Source: an optimization exercise on an open RTL-to-GDS flow (aim: small area and a short achievable clock period). Production flows keep margins and buffers that such runs may drop. RTL that was checked went through simulation tests only; none was proved equivalent to the original.

==> inputs of try-violet <==
## bitcruncher_dp
module bitcruncher_dp(
    input         clk,
    input         rst_n,
    input  [21:0] ctrl,             
    input  [15:0] MBR_in_memory,
    output [7:0]  MAR_out_memory,
    output [15:0] MBR_out_memory,
    output [7:0]  IR_out,
    output [3:0]  ALUflags
    );
export LEC_CHECK = 0
export ABC_AREA = 1
export CAP_MARGIN = 20
export CORE_MARGIN = 2
export CORE_UTILIZATION = 40
export SLEW_MARGIN = 20
create_clock -name core_clock -period 40.0 [get_ports {clk}]
standard.sh (not shown) runs the stock make flow with config.mk's settings and CLKGATE_MAP_FILE= SYNTH_SCRIPT=/design/flow/synth_recipe.tcl, a recipe that flattens the netlist after the stock synthesis.
==> flow/flow/run.sh <==
#!/bin/bash
# The standard layout, with the standard synthesis, changed in two ways (the
# clock period and the constraints are the design's own):
#  - timing repair aims for 28 ns of setup slack instead of 0;
#  - after synthesis the delay cells (clkdlybuf4s*, dlygate*, dlymetal*) are
#    added to the platform's don't-use list, so the port buffers that
#    placement inserts are plain buffers instead of delay buffers.
# Each step's output goes to its own log.
set -euo pipefail
bash standard.sh synth > synth.log 2>&1
DONT_USE="sky130_fd_sc_hd__lpflow_bleeder_1 sky130_fd_sc_hd__lpflow_clkbufkapwr_1 sky130_fd_sc_hd__lpflow_clkbufkapwr_16 sky130_fd_sc_hd__lpflow_clkbufkapwr_2 sky130_fd_sc_hd__lpflow_clkbufkapwr_4 sky130_fd_sc_hd__lpflow_clkbufkapwr_8 sky130_fd_sc_hd__lpflow_clkinvkapwr_1 sky130_fd_sc_hd__lpflow_clkinvkapwr_16 sky130_fd_sc_hd__lpflow_clkinvkapwr_2 sky130_fd_sc_hd__lpflow_clkinvkapwr_4 sky130_fd_sc_hd__lpflow_clkinvkapwr_8 sky130_fd_sc_hd__lpflow_decapkapwr_12 sky130_fd_sc_hd__lpflow_decapkapwr_3 sky130_fd_sc_hd__lpflow_decapkapwr_4 sky130_fd_sc_hd__lpflow_decapkapwr_6 sky130_fd_sc_hd__lpflow_decapkapwr_8 sky130_fd_sc_hd__lpflow_inputiso0n_1 sky130_fd_sc_hd__lpflow_inputiso0p_1 sky130_fd_sc_hd__lpflow_inputiso1n_1 sky130_fd_sc_hd__lpflow_inputiso1p_1 sky130_fd_sc_hd__lpflow_inputisolatch_1 sky130_fd_sc_hd__lpflow_isobufsrc_1 sky130_fd_sc_hd__lpflow_isobufsrc_16 sky130_fd_sc_hd__lpflow_isobufsrc_2 sky130_fd_sc_hd__lpflow_isobufsrc_4 sky130_fd_sc_hd__lpflow_isobufsrc_8 sky130_fd_sc_hd__lpflow_isobufsrckapwr_16 sky130_fd_sc_hd__lpflow_lsbuf_lh_hl_isowell_tap_1 sky130_fd_sc_hd__lpflow_lsbuf_lh_hl_isowell_tap_2 sky130_fd_sc_hd__lpflow_lsbuf_lh_hl_isowell_tap_4 sky130_fd_sc_hd__lpflow_lsbuf_lh_isowell_4 sky130_fd_sc_hd__lpflow_lsbuf_lh_isowell_tap_1 sky130_fd_sc_hd__lpflow_lsbuf_lh_isowell_tap_2 sky130_fd_sc_hd__lpflow_lsbuf_lh_isowell_tap_4 sky130_fd_sc_hd__probe_p_8 sky130_fd_sc_hd__probec_p_8 sky130_fd_sc_hd__clkdlybuf4s15_1 sky130_fd_sc_hd__clkdlybuf4s15_2 sky130_fd_sc_hd__clkdlybuf4s18_1 sky130_fd_sc_hd__clkdlybuf4s18_2 sky130_fd_sc_hd__clkdlybuf4s25_1 sky130_fd_sc_hd__clkdlybuf4s25_2 sky130_fd_sc_hd__clkdlybuf4s50_1 sky130_fd_sc_hd__clkdlybuf4s50_2 sky130_fd_sc_hd__dlygate4sd1_1 sky130_fd_sc_hd__dlygate4sd2_1 sky130_fd_sc_hd__dlygate4sd3_1 sky130_fd_sc_hd__dlymetal6s2s_1 sky130_fd_sc_hd__dlymetal6s4s_1 sky130_fd_sc_hd__dlymetal6s6s_1 "
bash standard.sh SETUP_SLACK_MARGIN=28 "DONT_USE_CELLS=$DONT_USE" finish > layout.log 2>&1
==> try-indigo (differences from try-violet) <==
==> flow/flow/run.sh (replaced) <==
#!/bin/bash
# The standard layout, with the standard synthesis, but with timing repair
# aiming for 26 ns of setup slack instead of 0 (the clock period and the
# constraints are the design's own). Each step's output goes to its own log.
set -euo pipefail
bash standard.sh synth > synth.log 2>&1
bash standard.sh SETUP_SLACK_MARGIN=26 finish > layout.log 2>&1
Settings changed: CORE_UTILIZATION 40 to 55.
==> results by group <==
STA
  • Fin Clk Skew: 0.00703 ns

Run status
  • Status: timing/DRC/antenna clean

Critical path
  • CP max-delay cell: dfrtp_1

GRT
  • First-pass GRT wire length: 120 mm
(the above is from try-violet)
==> results by group <==
Run status
  • Status: timing/DRC/antenna clean

GRT
  • First-pass GRT wire length: 116 mm

Critical path
  • CP max-delay cell: clkdlybuf4s50_1
(the above is from try-indigo)

* * *

==> job 6789: inputs <==
Another version of the RTL of bitcruncher_dp (not shown whole).
export LEC_CHECK = 0
export CAP_MARGIN = 20
export CORE_MARGIN = 2
export CORE_UTILIZATION = 65
export SLEW_MARGIN = 20
create_clock -name core_clock -period 40.0 [get_ports {clk}]
run.sh (not shown) runs the stock make flow with config.mk's settings and CLKGATE_MAP_FILE= SYNTH_SCRIPT=/design/flow/synth_recipe.tcl, a recipe that flattens the netlist after the stock synthesis.
Stock flow here: none of the scripts above is used.
==> inputs of job 2617, as changes to job 6789 <==
--- a/flow/config.mk
+++ b/flow/config.mk
@@ -8,4 +8,4 @@
 export CAP_MARGIN = 20
 export CORE_MARGIN = 2
-export CORE_UTILIZATION = 65
+export CORE_UTILIZATION = 40
 export SLEW_MARGIN = 20
==> flow_summary_export.csv <==
group,metric,value,unit
final_layout,fillers,5271,
run_status,status,"complete, no violations",
global_route,grtUsageMet3,4.75,%
setup_path,critPathSlowestCell,"o311ai_0",
global_route,grt_pass1_vias,20500,
timing,worst_pin_slew,1.09,ns
timing,timing.final.crit_share,60.5,%
die,dieArea,0.0554,sq mm
The numbers above come from job 2617.

==> flow_summary_export.csv <==
group,metric,value,unit
run_status,status,"complete, no violations",
die,dieArea,0.0344,sq mm
timing,timing.final.crit_share,62.2,%
setup_path,critPathSlowestCell,"a21oi_1",
global_route,grt_pass1_vias,21000,
final_layout,fillers,2655,
global_route,grtUsageMet3,11.1,%
yosys,synthMuxAreaShare,1.93,%
The numbers above come from job 6789.


* * *

==> xenon: inputs <==
Another version of the RTL of bitcruncher_dp (not shown whole).
// bitcruncher_dp
module bitcruncher_dp(
    input         clk,
    input         rst_n,
    input  [21:0] ctrl,             
    input  [15:0] MBR_in_memory,
    output [7:0]  MAR_out_memory,
    output [15:0] MBR_out_memory,
    output [7:0]  IR_out,
    output [3:0]  ALUflags
    );
    wire [21:0] Control_Signals = ctrl;
    wire [15:0] MBR_out;
    wire [15:0] BR_out;
    wire [15:0] ALU_out;
    wire [7:0]  PC_out;
    MAR u_MAR(
    .clk     ( clk     ),
    .rst_n   ( rst_n   ),
    .C5      ( Control_Signals[5]  ),
    .C10     ( Control_Signals[10] ),
    .MBR_out ( MBR_out ),
    .PC_out  ( PC_out  ),
    .MAR_out_memory ( MAR_out_memory )
    );
    MBR u_MBR(
    .clk           ( clk           ),
    .rst_n         ( rst_n         ),
    .C3            ( Control_Signals[3]  ),
    .C11           ( Control_Signals[11] ),
    .C12           ( Control_Signals[12] ),
    .ALU_out       ( ALU_out       ),
    .MBR_in_memory ( MBR_in_memory ),
    .MBR_out       ( MBR_out       ),
    .MBR_out_memory ( MBR_out_memory )
  ...
Settings: LEC_CHECK=0, CAP_MARGIN=20, CORE_MARGIN=2, CORE_UTILIZATION=40, SLEW_MARGIN=20; clock period 40.0 ns.
==> inputs of maple, as changes to xenon <==
--- a/flow/design.v
+++ b/flow/design.v
@@ -16,25 +16,10 @@
     output [15:0] ALU_out,
     output reg [3:0] ALUflags  
     );
     reg [15:0] ACC;
     assign ALU_out = ACC;
-    wire [16:0] sum  = {1'b0, ACC} + {1'b0, BR_out};
-    wire [16:0] diff = {1'b0, ACC} - {1'b0, BR_out};
-    wire add_of = (ACC[15] == BR_out[15]) && (sum[15] != ACC[15]);
-    wire sub_of = (ACC[15] != BR_out[15]) && (diff[15] != ACC[15]);
-    wire [15:0] prod;
-    wire        mul_of;
-    mul16 u_mul(.a(ACC), .b(BR_out), .p(prod), .of(mul_of));
-    wire [15:0] quot;
-    div16 u_div(.a(ACC), .d(BR_out), .q(quot));
-    wire quot_z = diff[16];
-    wire [15:0] shr = {1'b0, ACC[15:1]};
-    wire [15:0] shl = {ACC[14:0], 1'b0};
-    wire [15:0] band = ACC & BR_out;
-    wire [15:0] bor  = ACC | BR_out;
-    wire [15:0] bnot = ~ACC;
     wire n8  = ~C8;
     wire s9  = n8 & C9;
     wire n9  = n8 & ~C9;
     wire s13 = n9 & C13;
     wire n13 = n9 & ~C13;
@@ -50,42 +35,36 @@
     wire n19 = n18 & ~C19;
     wire s20 = n19 & C20;
     wire n20 = n19 & ~C20;
     wire s21 = n20 & C21;
     wire hold = n20 & ~C21;
-    wire [15:0] acc_n =
+    wire sas = s9 | s13;
+    wire        sub = ~C9;
+    wire [15:0] bx  = BR_out ^ {16{sub}};
+    wire [16:0] as  = {1'b0, ACC} + {1'b0, bx} + {16'd0, sub};
+    wire as_cf = as[16] ^ sub;                  
+    wire as_of = (ACC[15] == bx[15]) && (as[15] != ACC[15]);
+    wire [15:0] prod;
+    wire        mul_of;
+    mul16 u_mul(.a(ACC), .b(BR_out), .p(prod), .of(mul_of));
+    wire [15:0] quot;
+    div16 u_div(.a(ACC), .d(BR_out), .q(quot));
+    wire quot_z = as_cf;
+    wire [15:0] acc_nd =
           ({16{hold}} & ACC)
-        | ({16{s9}}   & sum[15:0])
-        | ({16{s13}}  & diff[15:0])
+        | ({16{sas}}  & as[15:0])
         | ({16{s15}}  & prod)
-        | ({16{s16}}  & quot)
-        | ({16{s17}}  & shr)
-        | ({16{s18}}  & shl)
-        | ({16{s19}}  & band)
-        | ({16{s20}}  & bor)
-        | ({16{s21}}  & bnot);
-    wire zf_n = (hold & ALUflags[3]) | C8
-        | (s9  & ~|sum[15:0])
-        | (s13 & ~|diff[15:0])
-        | (s15 & ~|prod)
-        | (s16 & quot_z)
-        | (s17 & ~|ACC[15:1])
-        | (s18 & ~|ACC[14:0])
-        | (s19 & ~|band)
-        | (s20 & ~|bor)
-        | (s21 & &ACC);
-    wire cf_n = (hold & ALUflags[2]) | (s9 & sum[16]) | (s13 & diff[16]);
-    wire of_n = (hold & ALUflags[1]) | (s9 & add_of) | (s13 & sub_of) | (s15 & mul_of);
-    wire sf_n = (hold & ALUflags[0])
-        | (s9  & sum[15])
-        | (s13 & diff[15])
-        | (s15 & prod[15])
-        | (s16 & quot[15])
-        | (s18 & ACC[14])
-        | (s19 & band[15])
-        | (s20 & bor[15])
-        | (s21 & ~ACC[15]);
+        | ({16{s17}}  & {1'b0, ACC[15:1]})
+        | ({16{s18}}  & {ACC[14:0], 1'b0})
+        | ({16{s19}}  & (ACC & BR_out))
+        | ({16{s20}}  & (ACC | BR_out))
+        | ({16{s21}}  & ~ACC);
+    wire [15:0] acc_n = acc_nd | ({16{s16}} & quot);
+    wire zf_n = hold ? ALUflags[3] : (s16 ? quot_z : ~|acc_nd);
+    wire cf_n = hold ? ALUflags[2] : (sas & as_cf);
+    wire of_n = hold ? ALUflags[1] : ((sas & as_of) | (s15 & mul_of));
+    wire sf_n = hold ? ALUflags[0] : acc_n[15];
     always @(posedge clk or negedge rst_n) begin
         if (!rst_n) begin
             ACC      <= 16'b0;
             ALUflags <= 4'b0;
         end
@@ -134,11 +113,11 @@
   wire [1:0] c0s0k3_t = c0c0 | nm3[1:0];
   wire c0s0k3_G0_1 = c0s0k3_g[1] | (c0s0k3_t[1] & c0s0k3_t[0]);
   wire c0s0k3_co = c0s0k3_G0_1;
   wire [1:0] c0s0k3_x = c0c0 ^ nm3[1:0];
   wire [1:0] c0s0k3_df = c0s0k3_x ^ {c0s0k3_t[0], 1'b1};
-  wire c0ge0_3 = (~|m3[19:2]) & c0s0k3_co;
+  wire c0ge0_3 = (d <= 16'd1) & c0s0k3_co;
   wire [1:0] c0r0 = ({2{~c0ge0_1}} & c0c0[1:0]) | ({2{(c0ge0_1 & ~c0ge0_2)}} & c0s0k1_df[1:0]) | ({2{(c0ge0_2 & ~c0ge0_3)}} & c0s0k2_df[1:0]) | ({2{c0ge0_3}} & c0s0k3_df[1:0]);
   assign c0q[14] = (c0ge0_1 & ~c0ge0_2) | c0ge0_3;
   assign c0q[15] = (c0ge0_2 & ~c0ge0_3) | c0ge0_3;
   wire [3:0] c0c1 = {c0r0, a[13:12]};
   wire [3:0] c0s1k1_g = c0c1 & nm1[3:0];
@@ -171,11 +150,11 @@
   wire c0s1k3_G1_2 = c0s1k3_g[2] | (c0s1k3_t[2] & c0s1k3_G0_1);
   wire c0s1k3_G1_3 = c0s1k3_G0_3 | (c0s1k3_T0_3 & c0s1k3_G0_1);
   wire c0s1k3_co = c0s1k3_G1_3;
   wire [3:0] c0s1k3_x = c0c1 ^ nm3[3:0];
   wire [3:0] c0s1k3_df = c0s1k3_x ^ {c0s1k3_G1_2, c0s1k3_G0_1, c0s1k3_t[0], 1'b1};
-  wire c0ge1_3 = (~|m3[19:4]) & c0s1k3_co;
+  wire c0ge1_3 = (d <= 16'd5) & c0s1k3_co;
   wire [3:0] c0r1 = ({4{~c0ge1_1}} & c0c1[3:0]) | ({4{(c0ge1_1 & ~c0ge1_2)}} & c0s1k1_df[3:0]) | ({4{(c0ge1_2 & ~c0ge1_3)}} & c0s1k2_df[3:0]) | ({4{c0ge1_3}} & c0s1k3_df[3:0]);
   assign c0q[12] = (c0ge1_1 & ~c0ge1_2) | c0ge1_3;
   assign c0q[13] = (c0ge1_2 & ~c0ge1_3) | c0ge1_3;
   wire [5:0] c0c2 = {c0r1, a[11:10]};
   wire [5:0] c0s2k1_g = c0c2 & nm1[5:0];
@@ -220,11 +199,11 @@
   wire c0s2k3_G2_4 = c0s2k3_g[4] | (c0s2k3_t[4] & c0s2k3_G1_3);
   wire c0s2k3_G2_5 = c0s2k3_G0_5 | (c0s2k3_T0_5 & c0s2k3_G1_3);
   wire c0s2k3_co = c0s2k3_G2_5;
   wire [5:0] c0s2k3_x = c0c2 ^ nm3[5:0];
   wire [5:0] c0s2k3_df = c0s2k3_x ^ {c0s2k3_G2_4, c0s2k3_G1_3, c0s2k3_G1_2, c0s2k3_G0_1, c0s2k3_t[0], 1'b1};
-  wire c0ge2_3 = (~|m3[19:6]) & c0s2k3_co;
+  wire c0ge2_3 = (d <= 16'd21) & c0s2k3_co;
   wire [5:0] c0r2 = ({6{~c0ge2_1}} & c0c2[5:0]) | ({6{(c0ge2_1 & ~c0ge2_2)}} & c0s2k1_df[5:0]) | ({6{(c0ge2_2 & ~c0ge2_3)}} & c0s2k2_df[5:0]) | ({6{c0ge2_3}} & c0s2k3_df[5:0]);
   assign c0q[10] = (c0ge2_1 & ~c0ge2_2) | c0ge2_3;
   assign c0q[11] = (c0ge2_2 & ~c0ge2_3) | c0ge2_3;
   wire [7:0] c0c3 = {c0r2, a[9:8]};
   wire [7:0] c0s3k1_g = c0c3 & nm1[7:0];
@@ -293,11 +272,11 @@
   wire c0s3k3_G2_6 = c0s3k3_G1_6 | (c0s3k3_T1_6 & c0s3k3_G1_3);
   wire c0s3k3_G2_7 = c0s3k3_G1_7 | (c0s3k3_T1_7 & c0s3k3_G1_3);
   wire c0s3k3_co = c0s3k3_G2_7;
   wire [7:0] c0s3k3_x = c0c3 ^ nm3[7:0];
   wire [7:0] c0s3k3_df = c0s3k3_x ^ {c0s3k3_G2_6, c0s3k3_G2_5, c0s3k3_G2_4, c0s3k3_G1_3, c0s3k3_G1_2, c0s3k3_G0_1, c0s3k3_t[0], 1'b1};
-  wire c0ge3_3 = (~|m3[19:8]) & c0s3k3_co;
+  wire c0ge3_3 = (d <= 16'd85) & c0s3k3_co;
   wire [7:0] c0r3 = ({8{~c0ge3_1}} & c0c3[7:0]) | ({8{(c0ge3_1 & ~c0ge3_2)}} & c0s3k1_df[7:0]) | ({8{(c0ge3_2 & ~c0ge3_3)}} & c0s3k2_df[7:0]) | ({8{c0ge3_3}} & c0s3k3_df[7:0]);
   assign c0q[8] = (c0ge3_1 & ~c0ge3_2) | c0ge3_3;
   assign c0q[9] = (c0ge3_2 & ~c0ge3_3) | c0ge3_3;
   wire [9:0] c0c4 = {c0r3, a[7:6]};
   wire [9:0] c0s4k1_g = c0c4 & nm1[9:0];
@@ -378,11 +357,11 @@
   wire c0s4k3_G3_8 = c0s4k3_g[8] | (c0s4k3_t[8] & c0s4k3_G2_7);
   wire c0s4k3_G3_9 = c0s4k3_G0_9 | (c0s4k3_T0_9 & c0s4k3_G2_7);
   wire c0s4k3_co = c0s4k3_G3_9;
   wire [9:0] c0s4k3_x = c0c4 ^ nm3[9:0];
   wire [9:0] c0s4k3_df = c0s4k3_x ^ {c0s4k3_G3_8, c0s4k3_G2_7, c0s4k3_G2_6, c0s4k3_G2_5, c0s4k3_G2_4, c0s4k3_G1_3, c0s4k3_G1_2, c0s4k3_G0_1, c0s4k3_t[0], 1'b1};
-  wire c0ge4_3 = (~|m3[19:10]) & c0s4k3_co;
+  wire c0ge4_3 = (d <= 16'd341) & c0s4k3_co;
   wire [9:0] c0r4 = ({10{~c0ge4_1}} & c0c4[9:0]) | ({10{(c0ge4_1 & ~c0ge4_2)}} & c0s4k1_df[9:0]) | ({10{(c0ge4_2 & ~c0ge4_3)}} & c0s4k2_df[9:0]) | ({10{c0ge4_3}} & c0s4k3_df[9:0]);
   assign c0q[6] = (c0ge4_1 & ~c0ge4_2) | c0ge4_3;
   assign c0q[7] = (c0ge4_2 & ~c0ge4_3) | c0ge4_3;
   wire [11:0] c0c5 = {c0r4, a[5:4]};
   wire [11:0] c0s5k1_g = c0c5 & nm1[11:0];
@@ -487,11 +466,11 @@
   wire c0s5k3_G3_10 = c0s5k3_G1_10 | (c0s5k3_T1_10 & c0s5k3_G2_7);
   wire c0s5k3_G3_11 = c0s5k3_G1_11 | (c0s5k3_T1_11 & c0s5k3_G2_7);
   wire c0s5k3_co = c0s5k3_G3_11;
   wire [11:0] c0s5k3_x = c0c5 ^ nm3[11:0];
   wire [11:0] c0s5k3_df = c0s5k3_x ^ {c0s5k3_G3_10, c0s5k3_G3_9, c0s5k3_G3_8, c0s5k3_G2_7, c0s5k3_G2_6, c0s5k3_G2_5, c0s5k3_G2_4, c0s5k3_G1_3, c0s5k3_G1_2, c0s5k3_G0_1, c0s5k3_t[0], 1'b1};
-  wire c0ge5_3 = (~|m3[19:12]) & c0s5k3_co;
+  wire c0ge5_3 = (d <= 16'd1365) & c0s5k3_co;
   wire [11:0] c0r5 = ({12{~c0ge5_1}} & c0c5[11:0]) | ({12{(c0ge5_1 & ~c0ge5_2)}} & c0s5k1_df[11:0]) | ({12{(c0ge5_2 & ~c0ge5_3)}} & c0s5k2_df[11:0]) | ({12{c0ge5_3}} & c0s5k3_df[11:0]);
   assign c0q[4] = (c0ge5_1 & ~c0ge5_2) | c0ge5_3;
   assign c0q[5] = (c0ge5_2 & ~c0ge5_3) | c0ge5_3;
   wire [13:0] c0c6 = {c0r5, a[3:2]};
   wire [13:0] c0s6k1_g = c0c6 & nm1[13:0];
@@ -620,11 +599,11 @@
   wire c0s6k3_G3_12 = c0s6k3_G2_12 | (c0s6k3_T2_12 & c0s6k3_G2_7);
   wire c0s6k3_G3_13 = c0s6k3_G2_13 | (c0s6k3_T2_13 & c0s6k3_G2_7);
   wire c0s6k3_co = c0s6k3_G3_13;
   wire [13:0] c0s6k3_x = c0c6 ^ nm3[13:0];
   wire [13:0] c0s6k3_df = c0s6k3_x ^ {c0s6k3_G3_12, c0s6k3_G3_11, c0s6k3_G3_10, c0s6k3_G3_9, c0s6k3_G3_8, c0s6k3_G2_7, c0s6k3_G2_6, c0s6k3_G2_5, c0s6k3_G2_4, c0s6k3_G1_3, c0s6k3_G1_2, c0s6k3_G0_1, c0s6k3_t[0], 1'b1};
-  wire c0ge6_3 = (~|m3[19:14]) & c0s6k3_co;
+  wire c0ge6_3 = (d <= 16'd5461) & c0s6k3_co;
   wire [13:0] c0r6 = ({14{~c0ge6_1}} & c0c6[13:0]) | ({14{(c0ge6_1 & ~c0ge6_2)}} & c0s6k1_df[13:0]) | ({14{(c0ge6_2 & ~c0ge6_3)}} & c0s6k2_df[13:0]) | ({14{c0ge6_3}} & c0s6k3_df[13:0]);
   assign c0q[2] = (c0ge6_1 & ~c0ge6_2) | c0ge6_3;
   assign c0q[3] = (c0ge6_2 & ~c0ge6_3) | c0ge6_3;
   wire [15:0] c0c7 = {c0r6, a[1:0]};
   wire [15:0] c0s7k1_g = c0c7 & nm1[15:0];
@@ -783,11 +762,11 @@
   wire c0s7k3_G3_12 = c0s7k3_G2_12 | (c0s7k3_T2_12 & c0s7k3_G2_7);
   wire c0s7k3_G3_13 = c0s7k3_G2_13 | (c0s7k3_T2_13 & c0s7k3_G2_7);
   wire c0s7k3_G3_14 = c0s7k3_G2_14 | (c0s7k3_T2_14 & c0s7k3_G2_7);
   wire c0s7k3_G3_15 = c0s7k3_G2_15 | (c0s7k3_T2_15 & c0s7k3_G2_7);
   wire c0s7k3_co = c0s7k3_G3_15;
-  wire c0ge7_3 = (~|m3[19:16]) & c0s7k3_co;
+  wire c0ge7_3 = (d <= 16'd21845) & c0s7k3_co;
   assign c0q[0] = (c0ge7_1 & ~c0ge7_2) | c0ge7_3;
   assign c0q[1] = (c0ge7_2 & ~c0ge7_3) | c0ge7_3;
   assign q = c0q;
 endmodule
 `timescale 1ns / 1ps
==> notes.md <==
item                                                                                  maple                    xenon
DR iter-0 viols                                                                        2196                     2331
Biggest fanout along the worst timing path                                               21                       18
Final worst clock skew                                                              19.0 ps                  15.3 ps
Slack of the worst reg-to-reg path                                                 18220 ps                 16700 ps
Worst EP required                                                                  40290 ps                 40230 ps
Well-tap cell count                                                                     696                      748
Final cell count without fillers                                                       3445                     3561
Worst-Skew Late Latency                                                              370 ps                   360 ps
Routed wire length on met3                                                          6.39 mm                  7.47 mm
Via count of the first global-routing pass                                            20804                    21753
Number of optimization iterations in the first detailed-route pass                        6                        7
Share of synthesized cell area in and, or, nand and nor gates                         17.3%                    16.7%
Synthesized netlist cell count                                                         2696                     2772
Buffers & Inverters on Critical Path                                                     10                        9
Min Tclk post-route                                                                21780 ps                 23300 ps
Number of filler cells placed in the layout                                            5414                     5502
End point of the worst hold path                                    u_IR.IRr[7]$_DFFE_PN0P_  u_IR.IRr[1]$_DFFE_PN0P_
Routability congestion estimate from global placement                                 0.963                     1.00
Die extent in y                                                                      237 µm                   241 µm
First-pass GRT wire length                                                           124 mm                   132 mm
Fraction of the yosys area taken by sequential cells                                  10.9%                    10.6%
Status                                                             timing/DRC/antenna clean  timing/DRC/antenna clean
Final std cell area, no fill                                                      23800 µm²                24500 µm²
Fraction of the mapped netlist area in adder cells                                    32.2%                    32.3%
The RTL of xenon was laid out without a check of its function.

==> static timing again, ports no longer ideal <==
No port has a modelled driver above. Below, the same layouts with a new extraction and two added sets of constraints. Step 1 (the two cells are an assumption about what drives the block):
set clk [get_ports {clk}]
set_driving_cell -lib_cell sky130_fd_sc_hd__clkbuf_16 $clk
set_driving_cell -lib_cell sky130_fd_sc_hd__buf_2 [delete_from_list [all_inputs] $clk]
Step 2 times the ports against the registers' clock, not the clock port: input delays grow and output delays shrink by t, the midpoint of the rising clock arrivals with the driver on. Slacks: ideal ports / drivers / drivers and shift; pairs: ideal ports / drivers.
run | t, ns | setup slack, ns | worst hold slack (ns)
try-violet | 0.411 | 27.760 / 27.760 / 27.760 | 0.488 / 0.488 / 0.488
try-indigo | 0.408 | 26.747 / 26.772 / 26.364 | 0.495 / 0.495 / 0.495
job 6789 | 0.401 | 15.121 / 15.121 / 15.121 | 0.513 / 0.513 / 0.513
job 2617 | 0.400 | 15.785 / 15.785 / 15.785 | 0.513 / 0.513 / 0.513
xenon | 0.394 | 16.697 / 16.697 / 16.697 | 0.506 / 0.506 / 0.506
maple | 0.414 | 18.219 / 18.219 / 18.219 | 0.515 / 0.515 / 0.515
After both steps every run listed still meets setup and hold. For try-indigo, which loses most, drivers alone change the setup slack by +0.025 ns; drivers and shift together by -0.383 ns.
